Source: an optimization exercise on an open RTL-to-GDS flow (aim: small area). Production flows keep margins and buffers that such runs may drop. The RTL was checked by simulation tests, not by an equivalence proof against the original design. No activity file was given, so power comes from the tool's default toggle rates.

==> run a: inputs <==
==> flow/design.v <==
module DFlipFlop_SyncReset(D,clk,en,sync_reset,Q);
input D;  
input clk;  
input en;  
input sync_reset;  
output reg Q;  
always @(posedge clk) 
begin
 if(sync_reset==1'b1)  
  Q <= 1'b0; 
 else if(en)
  Q <= D; 
end 
endmodule
module Clock_divider(reset,clock_in,clock_out
    );
input reset;
input clock_in;  
output reg clock_out;  
reg[27:0] counter;
parameter DIVISOR = 28'd1600;  
always @(posedge clock_in)
begin
  if(reset)
    begin
        clock_out   <= 1'b0;
        counter     <= 28'd0;
    end
  else if(counter>=(DIVISOR-1))
    begin
        counter     <= 28'd0;
        clock_out   <= ~clock_out;  
    end
  else
      counter <= counter + 28'd1;
end
endmodule
module parallel_in_serial_out ( din,clk_out ,en ,reset ,load ,dout);
output dout;  
wire dout;
input [31:0] din ;  
input clk_out ;  
input en ;  
input reset ;  
input load ;  
reg [31:0]temp;  
assign dout = temp[31];
always @ (posedge (clk_out)) begin
if (reset)
    temp <= 0;
else if (en) begin
    if (load)
        temp <= din;  
    else
        temp <= {temp[30:0],1'b0};  
end
end
endmodule
module slv_reg(
        input [31:0] reg0,  
        input [31:0] reg1, 
        input [31:0] reg2,
        input [31:0] reg3,
        input [31:0] reg4,
        input [31:0] reg5,
        input [31:0] reg6,
        input [31:0] reg7,
        input [31:0] reg8,
        input [31:0] reg9,
        input [31:0] reg10,
        input sysclk,  
        output tcclk_out,
        output sout
    );
    parameter   s1=4'd1,
                s2=4'd2,
                s3=4'd3,
                s4=4'd4,
                s5=4'd5,
                s6=4'd6,
                s7=4'd7,
                s8=4'd8,
                s9=4'd9,
                s10=4'd10;
    parameter TRUE = 1'b1,
              FALSE = 1'b0;
wire reset;
assign reset = reg0[1];
 reg load;    
 reg [31:0]temp;  
 reg [3:0]state;   
 reg [5:0] counter;  
 reg [3:0] load2; 
 wire clk_out;  
 assign tcclk_out = clk_out & reg0[0];  
 reg load3;  
 wire dout; 
 assign sout = dout & reg0[0] & load3;  
 reg tcclk_d;  
 always @(posedge sysclk)
 begin
     if(reset)
         tcclk_d <= 1'b0;
     else
         tcclk_d <= tcclk_out;
 end
 wire tick = tcclk_out & ~tcclk_d;  
 wire load_rise = tick & ~load & (counter > 30);  
Clock_divider dut(reset,sysclk,clk_out);  
always @(posedge sysclk)
begin    
    case(state)  
    s1:
        begin 
            temp <=reg1; 
        end
    s2:
        begin
        temp <= reg2;   
        end
    s3:
        begin
        temp <= reg3;      
        end
     s4:
        begin
        temp <= reg4;    
        end
     s5:
        begin
        temp <= reg5;   
        end
    s6:
        begin
        temp <= reg6;   
         end
   s7:
        begin
        temp <= reg7;   
        end
   s8:
        begin
        temp <= reg8;   
        end
   s9:
        begin
        temp <= reg9;  
        end
   s10:
        begin
        temp <= reg10;   
        end
   endcase
end
always @(posedge sysclk)  
begin
    if(reset)
        load2 <= 0;
    else if(!load_rise)
        load2 <= load2;
    else if(load2 > 10)
        load2 <= 0;
    else 
        load2 <= load2 +1;
end
always @(posedge sysclk)
begin
if(reset)
    begin
    counter <= 0;
    load <= FALSE;
    end
else if(!tick)
    begin
    counter <= counter;
    load <= load;
    end
else if(counter > 30)
   begin
    counter <= 0; 
    load<=TRUE; 
    end
else
begin
    counter <= counter +1;
    load <=FALSE;   
end
end
wire Q;
wire Q1;
reg [31:0] temp1;
DFlipFlop_SyncReset sut(load,sysclk,tick,reset,Q);  
DFlipFlop_SyncReset tut(Q,sysclk,tick,reset,Q1);
always @(posedge sysclk)
begin
    if(reset)
        temp1 <= 0;
    else if(tick & Q1)
        temp1 <= temp;  
end
 parallel_in_serial_out uut( temp1,sysclk ,tick ,reset ,load ,dout);
always @(posedge sysclk)
begin
        if(reset)
            begin
            state <= s1;
            load3 <= FALSE;
            end
        else if(!load_rise)
            begin
            state <= state;
            load3 <= load3;
            end
        else if(state > 9)
           begin
           state <= s1;        
            load3 <= TRUE;  
           end
       else if(load2 < 1)
       begin
            state <= s1;
            load3 <= FALSE;
        end
        else
        begin
            state <= state +1;
            load3 <= TRUE;
        end
end 
endmodule
==> flow/run.sh <==
#!/bin/bash
# synth_recipe.tcl (not shown) runs the flow's synth.tcl, then flattens the netlist and writes it again
# the make line also repeats each setting of config.mk as NAME=value (left out here)
make -C /OpenROAD-flow-scripts/flow DESIGN_CONFIG=/design/flow/config.mk WORK_HOME=/design/flow/orfs CLKGATE_MAP_FILE= SYNTH_SCRIPT=/design/flow/synth_recipe.tcl finish
==> flow/config.mk <==
export PLATFORM = sky130hd
export DESIGN_NAME = slv_reg
export DESIGN_NICKNAME = slv_reg
export VERILOG_FILES = /design/flow/design.v
export SDC_FILE = /design/flow/constraint.sdc
export NUM_CORES = 4
export LEC_CHECK = 0
export CAP_MARGIN = 20
export CORE_MARGIN = 2
export CORE_UTILIZATION = 40
export SLEW_MARGIN = 20
==> flow/constraint.sdc <==
create_clock -name core_clock -period 10.0 [get_ports {sysclk}]
set_input_delay 2.0000 -clock core_clock [delete_from_list [all_inputs] [get_ports {sysclk}]]
set_output_delay 2.0000 -clock core_clock [all_outputs]
set_load 0.01 [all_outputs]
==> run b: changes against run a <==
==> flow/design.v, changed modules only <==
module slv_reg(
        input [31:0] reg0,   
        input [31:0] reg1,
        input [31:0] reg2,
        input [31:0] reg3,
        input [31:0] reg4,
        input [31:0] reg5,
        input [31:0] reg6,
        input [31:0] reg7,
        input [31:0] reg8,
        input [31:0] reg9,
        input [31:0] reg10,
        input sysclk,
        output tcclk_out,
        output sout
    );
wire reset = reg0[1];
wire start = reg0[0];
reg [10:0] lfsr;
reg clk_out;
wire term = (lfsr[9:0] == 10'b0100000101);
always @(posedge sysclk)
begin
    if (reset | term)
        lfsr <= 11'd0;
    else
        lfsr <= {lfsr[9:0], ~(lfsr[10] ^ lfsr[1])};
    if (reset)
        clk_out <= 1'b0;
    else if (term)
        clk_out <= ~clk_out;
end
assign tcclk_out = clk_out & start;
reg tcclk_d;
always @(posedge sysclk)
    tcclk_d <= tcclk_out;
wire tick = tcclk_out & ~tcclk_d;
reg [4:0] bitcnt;
always @(posedge sysclk)
begin
    if (reset)
        bitcnt <= 5'd0;
    else if (tick)
        bitcnt <= bitcnt + 5'd1;
end
wire load_rise = tick & (bitcnt == 5'd31);
reg [3:0] wc;
always @(posedge sysclk)
begin
    if (reset)
        wc <= 4'd12;
    else if (load_rise)
        wc <= (wc == 4'd11) ? 4'd0 : (wc == 4'd12) ? 4'd1 : wc + 4'd1;
end
wire fresh = (wc == 4'd12);         
wire en_out = ~fresh & (wc != 4'd1);
wire cap = tick & (bitcnt == 5'd2) & ~fresh;
reg [31:0] word;
always @(*)
begin
    case (wc)
        4'd0, 4'd2:  word = reg2;
        4'd3:        word = reg3;
        4'd4:        word = reg4;
        4'd5:        word = reg5;
        4'd6:        word = reg6;
        4'd7:        word = reg7;
        4'd8:        word = reg8;
        4'd9:        word = reg9;
        4'd10:       word = reg10;
        default:     word = reg1;
    endcase
end
reg [61:0] sr;
always @(posedge sysclk)
begin
    if (cap)
        sr <= {word[0], word[1], word[2], word[3], word[4], word[5], word[6], word[7],
               word[8], word[9], word[10], word[11], word[12], word[13], word[14], word[15],
               word[16], word[17], word[18], word[19], word[20], word[21], word[22], word[23],
               word[24], word[25], word[26], word[27], word[28], word[29], word[30], word[31],
               sr[30:1]};
    else if (tick)
        sr <= {1'b0, sr[61:1]};
end
assign sout = sr[0] & start & en_out;
endmodule
// module DFlipFlop_SyncReset removed
// module Clock_divider removed
// module parallel_in_serial_out removed
==> run summary <==
Run a passed the timing, design-rule and antenna checks. Run b completed with no timing, DRC or antenna violations. Of run a and run b, run a has the higher via count (gap 15%, measured against run b). In run b the first-iteration DRC count is smaller than in run a, by 28%. Of run a and run b, run b has the higher utilization (gap 1.9 points). Against run b, the critical path depth of run a is lower by 1. Against run b, the synthesized cell count of run a is larger by about 23%. Against run a, the routed wire length of run b is smaller by 21%. Between run b and run a, the lower combinational power is in run b (gap about 20%, measured against run a).

re-timing with driven ports:
How much do the figures lean on ideal ports? The routed layouts below were timed once more, with nothing changed but the port constraints.
Step 1: set_driving_cell puts a clkbuf_16 on sysclk and a buf_2 on each other input, an assumption about the parent block.
Step 2 moves the port delays by t, midway between the first and last clock arrival at a register: inputs arrive t later, outputs are due t later. That takes back most of the time a late clock gives input paths.
Three values: ideal ports, drivers, drivers and shift; two values: the first two.
run	t, ns	slack for setup (ns)	hold slack, ns	worst setup path at the end
run a	0.442	4.790 / 4.762 / 4.762	0.455 / 0.455 / 0.455	input to output
run b	0.379	4.660 / 4.623 / 4.623	0.410 / 0.410 / 0.410	input to output
After both steps every run listed still meets setup and hold. For run b, which loses most, drivers alone change the setup slack by -0.037 ns; drivers and shift together by -0.037 ns.
